Source: an optimization exercise on an open RTL-to-GDS flow (aim: small area). Production flows keep margins and buffers that such runs may drop. In this exercise RTL edits were held to simulation tests only and were not proved equivalent to the original. Power figures rest on the tool's default switching activity, not on a simulated workload.

==> run a <==
// getPixel
module getPixel(
    input clk,
    input hstep,      
    input reset,
    input valid,
    input [1:0] song,
    input block_type,
    input press,
    input [9:0] progress,
    input [4:0] x, y,
    input [9:0] h_cnt, v_cnt,
    input [15:0] head_x, head_y,
    input [15:0] scroll_x_in, scroll_y_in,
    input tips_display,
    input tips_display_over,
    output reg [3:0] r,
    output reg [3:0] g,
    output reg [3:0] b
    );
make LEC_CHECK=0 ABC_AREA=1 CAP_MARGIN=20 CORE_MARGIN=2 CORE_UTILIZATION=40 SLEW_MARGIN=20 SYNTH_MEMORY_MAX_BITS=131072 finish   # period 20.0 ns
run.sh (not shown) runs the stock make flow with config.mk's settings and CLKGATE_MAP_FILE= SYNTH_SCRIPT=/design/flow/synth_recipe.tcl, a recipe that flattens the netlist after the stock synthesis.
==> run b (differences from run a) <==
--- a/flow/design.v
+++ b/flow/design.v
@@ -15,65 +15,83 @@
     input tips_display,
     input tips_display_over,
     output reg [3:0] r,
     output reg [3:0] g,
     output reg [3:0] b
     );
     reg [255:0] bx, by;
+    reg [15:0] bv;
+    wire push = hstep & press;
+    wire pushn = ~push;
     always @(posedge clk or posedge reset) begin
-        if (reset) begin
-            bx <= {16{16'd336}};
-            by <= {16{16'd240}};
-        end else if (hstep && press) begin
-            bx <= {bx[239:0], head_x};
-            by <= {by[239:0], head_y};
+        if (reset)
+            bv <= 16'd0;
+        else if (push)
+            bv <= {bv[14:0], 1'b1};
+    end
+    wire [255:0] nbx, nby;
+    genvar k;
+    generate
+        for (k = 0; k < 256; k = k + 1) begin : hold
+            trail_hold hx(.e(push), .en(pushn), .d(k < 16 ? head_x[k % 16] : bx[(k + 240) % 256]), .q(bx[k]), .y(nbx[k]));
+            trail_hold hy(.e(push), .en(pushn), .d(k < 16 ? head_y[k % 16] : by[(k + 240) % 256]), .q(by[k]), .y(nby[k]));
         end
+    endgenerate
+    always @(posedge clk) begin
+        bx <= nbx;
+        by <= nby;
     end
-    function le16;
-        input [15:0] a, b;
-        integer i;
-        reg c;
-        begin
-            c = 1'b1;
-            for (i = 0; i < 16; i = i + 1)
-                c = (~a[i] & b[i]) | (~a[i] & c) | (b[i] & c);
-            le16 = c;
-        end
-    endfunction
     wire [15:0] sx = scroll_x_in - 16'd1;
     wire [15:0] sy = scroll_y_in - 16'd1;
     wire [16:0] ax = {7'd0, h_cnt} + {1'b0, sx};
     wire [16:0] ay = {7'd0, v_cnt} + {1'b0, sy};
-    wire [17:0] px = {1'b0, ax} + 18'd7;
-    wire [17:0] py = {1'b0, ay} + 18'd7;
-    wire [16:0] mx = ax - 17'd7;
+    wire [16:0] px = ax + 17'd7;      
+    wire [16:0] py = ay + 17'd7;
+    wire [16:0] mx = ax - 17'd7;      
     wire [16:0] my = ay - 17'd7;
     wire axs = (ax[16:3] == 14'd0) && (ax[2:0] != 3'd7);
     wire ays = (ay[16:3] == 14'd0) && (ay[2:0] != 3'd7);
-    function lo;
-        input [15:0] v;
-        input [17:0] p;
-        lo = ((|v[15:3]) | (&v[2:0])) & ((|p[17:16]) | le16(v, p[15:0]));
-    endfunction
-    function hi;
-        input [15:0] u;
-        input [16:0] m;
-        input sml;
-        hi = sml | (~m[16] & le16(m[15:0], u));
-    endfunction
-    wire [255:0] ux = {bx[239:0], head_x};
-    wire [255:0] uy = {by[239:0], head_y};
-    reg isbody;
-    integer k;
-    always @(*) begin
-        isbody = 1'b0;
-        for (k = 0; k < 16; k = k + 1)
-            isbody = isbody | (lo(bx[16*k +: 16], px) & hi(ux[16*k +: 16], mx, axs) &
-                               lo(by[16*k +: 16], py) & hi(uy[16*k +: 16], my, ays));
-    end
+    wire [15:0] npx = ~px[15:0], npy = ~py[15:0];
+    wire [15:0] nmx = ~mx[15:0], nmy = ~my[15:0];
+    wire [15:0] lx, ly;
+    wire [16:0] ux, uy;    
+    generate
+        for (k = 0; k < 16; k = k + 1) begin : cmp
+            wire [15:0] vx = bx[16*k +: 16];
+            wire [15:0] vy = by[16*k +: 16];
+            wire gx, gy;
+            vle16 lcx(.v(vx), .np(npx), .gt(gx));
+            vle16 lcy(.v(vy), .np(npy), .gt(gy));
+            assign lx[k] = ((|vx[15:3]) | (&vx[2:0])) & (px[16] | ~gx);
+            assign ly[k] = ((|vy[15:3]) | (&vy[2:0])) & (py[16] | ~gy);
+            if (k < 15) begin : up
+                wire cx, cy;
+                mle16 ucx(.nm(nmx), .u(vx), .le(cx));
+                mle16 ucy(.nm(nmy), .u(vy), .le(cy));
+                assign ux[k + 1] = axs | (~mx[16] & cx);
+                assign uy[k + 1] = ays | (~my[16] & cy);
+            end else begin : noup
+                assign ux[k + 1] = 1'b0;
+                assign uy[k + 1] = 1'b0;
+            end
+        end
+    endgenerate
+    wire chx, chy;
+    mle16 hcx(.nm(nmx), .u(head_x), .le(chx));
+    mle16 hcy(.nm(nmy), .u(head_y), .le(chy));
+    assign ux[0] = axs | (~mx[16] & chx);
+    assign uy[0] = ays | (~my[16] & chy);
+    wire lxc = px >= 17'd336;
+    wire lyc = py >= 17'd240;
+    wire uxc = axs | (~mx[16] & (mx[15:0] <= 16'd336));
+    wire uyc = ays | (~my[16] & (my[15:0] <= 16'd240));
+    wire [15:0] bvu = {bv[14:0], 1'b1};
+    wire [15:0] real_hit = bv & lx & ly & ux[15:0] & uy[15:0];
+    wire [15:0] edge_hit = bvu & ~bv & ux[15:0] & uy[15:0];
+    wire isbody = (|real_hit) | (lxc & lyc & ((|edge_hit) | (~bv[14] & uxc & uyc)));
     wire vprog = (v_cnt >= 10'd16) && (v_cnt < 10'd40);
     wire r1 = (h_cnt >= 10'd538) && (h_cnt < 10'd556);
     wire r2 = (h_cnt >= 10'd556) && (h_cnt < 10'd574);
     wire rd = (h_cnt >= 10'd574) && (h_cnt < 10'd582);
     wire r3 = (h_cnt >= 10'd582) && (h_cnt < 10'd600);
     wire rp = (h_cnt >= 10'd600) && (h_cnt < 10'd624);
     wire [2:0] kc = r1 ? 3'd1 : r2 ? 3'd2 : rd ? 3'd3 : r3 ? 3'd4 : rp ? 3'd5 : 3'd0;
@@ -159,14 +177,42 @@
             {r, g, b} = ptype == 2'b00 ? img : ptype[1] ? 12'hfff : 12'h000;
         else if (inmsg)
             {r, g, b} = (ncode != 4'd0 && fbit && (tips_display | tips_display_over)) ? 12'hfff : img;
         else
             {r, g, b} = img;
     end
 endmodule
+module trail_hold(input e, input en, input d, input q, output y);
+    assign y = (e & d) | (en & q);
+endmodule
+module maj3(input a, input b, input c, output y);
+    assign y = (a & b) | (a & c) | (b & c);
+endmodule
+module vle16(input [15:0] v, input [15:0] np, output gt);
+    wire [16:0] c;
+    assign c[1] = v[0] & np[0];
+    genvar i;
+    generate
+        for (i = 1; i < 16; i = i + 1) begin : b
+            maj3 m(.a(v[i]), .b(np[i]), .c(c[i]), .y(c[i + 1]));
+        end
+    endgenerate
+    assign gt = c[16];
+endmodule
+module mle16(input [15:0] nm, input [15:0] u, output le);
+    wire [16:0] c;
+    assign c[1] = nm[0] | u[0];
+    genvar i;
+    generate
+        for (i = 1; i < 16; i = i + 1) begin : b
+            maj3 m(.a(nm[i]), .b(u[i]), .c(c[i]), .y(c[i + 1]));
+        end
+    endgenerate
+    assign le = c[16];
+endmodule
 module image_idx(input [12:0] a, output reg [2:0] d);
     always @(*) begin
         case (a)
         13'd0: d = 3'd3;
         13'd1: d = 3'd3;
         13'd2: d = 3'd3;
         13'd3: d = 3'd3;
==> flow/flow/run.sh (new file) <==
#!/bin/bash
set -euo pipefail
W=$PWD
# ORFS synth.tcl with only the abc call changed
sed 's#log_cmd abc {\*}\$abc_args#log_cmd abc -script '"$W"'/flow/abc.script {*}[lrange $abc_args 2 end]#' \
    "$FLOW_HOME/scripts/synth.tcl" > "$W/synth_core.tcl"
grep -q "flow/abc.script" "$W/synth_core.tcl"
sed 's#source \$::env(SCRIPTS_DIR)/synth.tcl#source '"$W"'/synth_core.tcl#' synth_recipe.tcl > "$W/my_synth.tcl"
grep -q "synth_core.tcl" "$W/my_synth.tcl"
sed 's#SYNTH_SCRIPT=[^ ]*#SYNTH_SCRIPT='"$W"'/my_synth.tcl#' standard.sh > "$W/my_standard.sh"
grep -q "my_synth.tcl" "$W/my_standard.sh"
bash "$W/my_standard.sh" finish > "$W/make_finish.log" 2>&1
==> flow/flow/abc.script (new file) <==
strash
dch
map -a
topo
==> flow/standard.sh (new file) <==
#!/bin/bash
# synth_recipe.tcl (not shown) runs the flow's synth.tcl, then flattens the netlist and writes it again
# the make line also repeats each setting of config.mk as NAME=value (left out here)
make -C /OpenROAD-flow-scripts/flow DESIGN_CONFIG=/design/flow/config.mk WORK_HOME=/design/flow/orfs CLKGATE_MAP_FILE= SYNTH_SCRIPT=/design/flow/synth_recipe.tcl "${@:-finish}"
==> flow/config.mk (replaced) <==
export PLATFORM = sky130hd
export DESIGN_NAME = getPixel
export DESIGN_NICKNAME = getPixel
export VERILOG_FILES = /design/flow/design.v
export SDC_FILE = /design/flow/constraint.sdc
export NUM_CORES = 8
export LEC_CHECK = 0
export CAP_MARGIN = 20
export CORE_MARGIN = 2
export CORE_UTILIZATION = 40
export SLEW_MARGIN = 20
export SYNTH_HIERARCHICAL = 1
export SYNTH_MEMORY_MAX_BITS = 131072
removed: flow/run.sh
==> run c (differences from run a) <==
==> flow/flow/run.sh (new file) <==
#!/bin/bash
set -euo pipefail
W=$PWD
# ORFS synth.tcl with only the abc call changed
sed 's#log_cmd abc {\*}\$abc_args#log_cmd abc -script '"$W"'/flow/abc.script {*}[lrange $abc_args 2 end]#' \
    "$FLOW_HOME/scripts/synth.tcl" > "$W/synth_core.tcl"
grep -q "flow/abc.script" "$W/synth_core.tcl"
sed 's#source \$::env(SCRIPTS_DIR)/synth.tcl#source '"$W"'/synth_core.tcl#' synth_recipe.tcl > "$W/my_synth.tcl"
grep -q "synth_core.tcl" "$W/my_synth.tcl"
sed 's#SYNTH_SCRIPT=[^ ]*#SYNTH_SCRIPT='"$W"'/my_synth.tcl#' standard.sh > "$W/my_standard.sh"
grep -q "my_synth.tcl" "$W/my_standard.sh"
bash "$W/my_standard.sh" finish > "$W/make_finish.log" 2>&1
==> flow/flow/abc.script (new file) <==
strash
dch
map -a
topo
==> flow/standard.sh (new file) <==
#!/bin/bash
# synth_recipe.tcl (not shown) runs the flow's synth.tcl, then flattens the netlist and writes it again
# the make line also repeats each setting of config.mk as NAME=value (left out here)
make -C /OpenROAD-flow-scripts/flow DESIGN_CONFIG=/design/flow/config.mk WORK_HOME=/design/flow/orfs CLKGATE_MAP_FILE= SYNTH_SCRIPT=/design/flow/synth_recipe.tcl "${@:-finish}"
removed: flow/run.sh
==> out/summary.txt <==
status: timing/DRC/antenna clean
comb_multi_in: 7369
DRT iter0 DRCs: 12.4k
GRT Total Usage: 44.4%
origin of the critical flop-to-flop path: by[194]
largest registers: bx (256), by (256), pq (10)
FILL cells: 15.7k
met3 GRT Util: 15.5%
nonclk inv count: 1502
Row Count: 140
Synth cell types: 90
vias per cell: 6.36
(the above is from run a)
==> out/summary.txt <==
status: timing/DRC/antenna clean
FILL cells: 13.8k
met3 GRT Util: 17.3%
largest registers: bx (256), by (256), pq (10)
Synth cell types: 58
GRT Total Usage: 45.5%
vias per cell: 6.85
(the above is from run c)
==> out/summary.txt <==
status: timing/DRC/antenna clean
vias per cell: 7.03
DRT iter0 DRCs: 11.0k
GRT Total Usage: 46.0%
met3 GRT Util: 17.0%
largest registers: bx (256), by (256), bv (16)
# DRC: 0
nonclk inv count: 703
comb_multi_in: 5546
FILL cells: 12.4k
Row Count: 130
Synth cell types: 60
(the above is from run b)

========
==> job 5087 <==
getPixel, a different RTL version from the one above (not shown whole).
Settings: LEC_CHECK=0, CAP_MARGIN=15, CORE_MARGIN=2, CORE_UTILIZATION=40, GPL_TIMING_DRIVEN=0, PLACE_DENSITY=0.75, SETUP_SLACK_MARGIN=0.3, SLEW_MARGIN=15, SYNTH_HIERARCHICAL=1, SYNTH_MEMORY_MAX_BITS=131072; clock period 20.0 ns.
standard.sh (not shown) runs the stock make flow with config.mk's settings and CLKGATE_MAP_FILE= SYNTH_SCRIPT=/design/flow/synth_recipe.tcl, a recipe that flattens the netlist after the stock synthesis.
==> flow/flow/run.sh <==
#!/bin/bash
# The standard layout (standard.sh) with these changes:
#  - synthesis: Yosys's abc maps with flow/abc.script (area-oriented), then every
#    combinational cell is set to its smallest drive (flow/downsize.txt); the later
#    repair steps size cells up where timing, slew or capacitance need it
#  - ports are buffered with buf_1 cells (BUFFER_PORTS_ARGS)
#  - CTS without dummy loads, with the buffers in CTS_BUFS and the clustering in CTS_EXTRA
#  - MAKE_EXTRA: further ORFS variables for the make call; ADDER_MAP_FILE= skips
#    extract_fa (adders are left to abc like the rest of the logic)
# Each tool's full output is in the ORFS logs under orfs/logs; make's output in make_finish.log.
set -euo pipefail
W=$PWD
F=$W/flow
CTS_BUFS="sky130_fd_sc_hd__clkbuf_8"
CTS_EXTRA="-sink_clustering_size 16 -sink_clustering_max_diameter 60"
MAKE_EXTRA="ADDER_MAP_FILE="
{
  echo "log_cmd abc -script $F/abc.script {*}[lrange \$abc_args 2 end]"
  while IFS=: read -r from to; do
    [ -n "$from" ] && echo "chtype -map sky130_fd_sc_hd__$from sky130_fd_sc_hd__$to"
  done < "$F/downsize.txt"
} > "$W/abc_step.tcl"
# ORFS synth.tcl with only the abc call replaced
sed 's#^\(\s*\)log_cmd abc {\*}\$abc_args#\1source '"$W"'/abc_step.tcl#' \
    "$FLOW_HOME/scripts/synth.tcl" > "$W/synth_core.tcl"
grep -q "abc_step.tcl" "$W/synth_core.tcl"
sed 's#source \$::env(SCRIPTS_DIR)/synth.tcl#source '"$W"'/synth_core.tcl#' synth_recipe.tcl > "$W/my_synth.tcl"
grep -q "synth_core.tcl" "$W/my_synth.tcl"
sed -e 's#SYNTH_SCRIPT=[^ ]*#SYNTH_SCRIPT='"$W"'/my_synth.tcl#' \
    -e 's#make -C #make BUFFER_PORTS_ARGS="-buffer_cell sky130_fd_sc_hd__buf_1" CTS_ARGS="-sink_clustering_enable -repair_clock_nets -dont_use_dummy_load -buf_list {'"$CTS_BUFS"'} '"$CTS_EXTRA"'" '"$MAKE_EXTRA"' -C #' \
    standard.sh > "$W/my_standard.sh"
grep -q "my_synth.tcl" "$W/my_standard.sh"
grep -q "BUFFER_PORTS_ARGS" "$W/my_standard.sh"
bash "$W/my_standard.sh" finish > "$W/make_finish.log" 2>&1
==> flow/flow/abc.script <==
strash
dc2
&get -n
&dch
&nf -R 1000 -F 20 -A 20 -C 32 -p
&put
Other scripts of this flow, unchanged in this note and not shown: flow/flow/downsize.txt
==> inputs of job 4400, as changes to job 5087 <==
==> flow/flow/abc.script (replaced) <==
strash
&get -n
&dch
&nf -R 1000 -F 20 -A 20 -C 32 -p
&put
--- a/flow/config.mk
+++ b/flow/config.mk
@@ -7,3 +7,3 @@
 export LEC_CHECK = 0
-export CAP_MARGIN = 15
+export CAP_MARGIN = 20
 export CORE_MARGIN = 2
@@ -13,3 +13,3 @@
 export SETUP_SLACK_MARGIN = 0.3
-export SLEW_MARGIN = 15
+export SLEW_MARGIN = 20
 export SYNTH_HIERARCHICAL = 1
==> inputs of job 3860, as changes to job 5087 <==
--- a/flow/flow/run.sh
+++ b/flow/flow/run.sh
@@ -13,4 +13,4 @@
 F=$W/flow
-CTS_BUFS="sky130_fd_sc_hd__clkbuf_8"
-CTS_EXTRA="-sink_clustering_size 16 -sink_clustering_max_diameter 60"
+CTS_BUFS="sky130_fd_sc_hd__clkbuf_16"
+CTS_EXTRA="-sink_clustering_size 30 -sink_clustering_max_diameter 90"
 MAKE_EXTRA="ADDER_MAP_FILE="
--- a/flow/config.mk
+++ b/flow/config.mk
@@ -7,3 +7,3 @@
 export LEC_CHECK = 0
-export CAP_MARGIN = 15
+export CAP_MARGIN = 20
 export CORE_MARGIN = 2
@@ -13,3 +13,3 @@
 export SETUP_SLACK_MARGIN = 0.3
-export SLEW_MARGIN = 15
+export SLEW_MARGIN = 20
 export SYNTH_HIERARCHICAL = 1
==> comparison <==
Sequential power is about the same in job 4400 and job 5087. In combinational power, job 5087 and job 3860 hardly differ. Synthesized area is about the same in job 4400 and job 3860. Sequential share of layout area: job 4400 < job 3860 < job 5087. Clock power: job 4400 < job 5087 < job 3860. Register-to-register slack: job 3860 < job 5087 < job 4400. The highest clock skew belongs to job 5087, the lowest to job 3860.
==> figures <==
| quantity | job 3860 | job 5087 | job 4400 |
|---|---|---|---|
| Outcome | timing/DRC/antenna clean | timing/DRC/antenna clean | timing/DRC/antenna clean |
| Endpoint of the worst register-to-register path | cq[1] | rq[1] | mq[0] |
| Weighted congestion at the end of routability-driven global placement | 1.10 | 1.10 | 1.11 |
| Post-Synthesis Net Count | 4734 | 4734 | 4730 |
| Final period demand of the worst path | 19140 ps | 19080 ps | 18710 ps |
| Power dissipated in sequential cells | 1620 uW | 1620 uW | 1630 uW |
| Vias after detailed routing | 43500 | 43500 | 43000 |
| Gate count of the mapped netlist | 4620 | 4620 | 4616 |
| Multiplexer area fraction after synthesis | 0.161% | 0.161% | 0.130% |
| Clock-cell share | 1.67% | 1.69% | 1.61% |
| Total leakage power | 0.0152 uW | 0.0152 uW | 0.0153 uW |
| Fill cells | 9904 | 9819 | 9902 |
| Post-detailed-routing wire length | 186 mm | 185 mm | 194 mm |
| First-pass GRT wire length | 273 mm | 273 mm | 282 mm |
| Ratio of total power to cell area | 88.8 nW/um^2 | 88.6 nW/um^2 | 88.2 nW/um^2 |

afterwards: timing with drivers on the ports:
How much do the figures lean on ideal ports? The routed layouts below were timed once more, with nothing changed but the port constraints. Step 1 sets driving cells, clkbuf_16 on the clock port and buf_2 on the other inputs (assumed; they add their load-dependent delay and slew). Step 2 adds t to the input delays and takes it off the output delays; t is the mean of the earliest and latest rising clock arrival at the registers after step 1. Input paths then give back, and output paths get back, about the clock's delay inside the block. Slacks: ideal / step 1 / step 2; pairs: ideal / step 1.
run	t (ns)	setup slack, ns	worst data-port slew with drivers (ns)
run a	0.775	3.760 / 3.626 / 3.626	0.15
run b	0.779	0.960 / 0.933 / 0.933	0.23
run c	0.759	1.692 / 1.641 / 1.641	0.11
job 5087	0.778	0.924 / 0.893 / 0.893	0.14
job 4400	0.756	1.288 / 1.257 / 1.257	0.19
job 3860	0.693	0.856 / 0.827 / 0.827	0.14
After both steps setup and hold are still met in every run listed. The setup slack of run a, which loses most, moves by -0.134 ns with the drivers and by -0.134 ns with both steps.
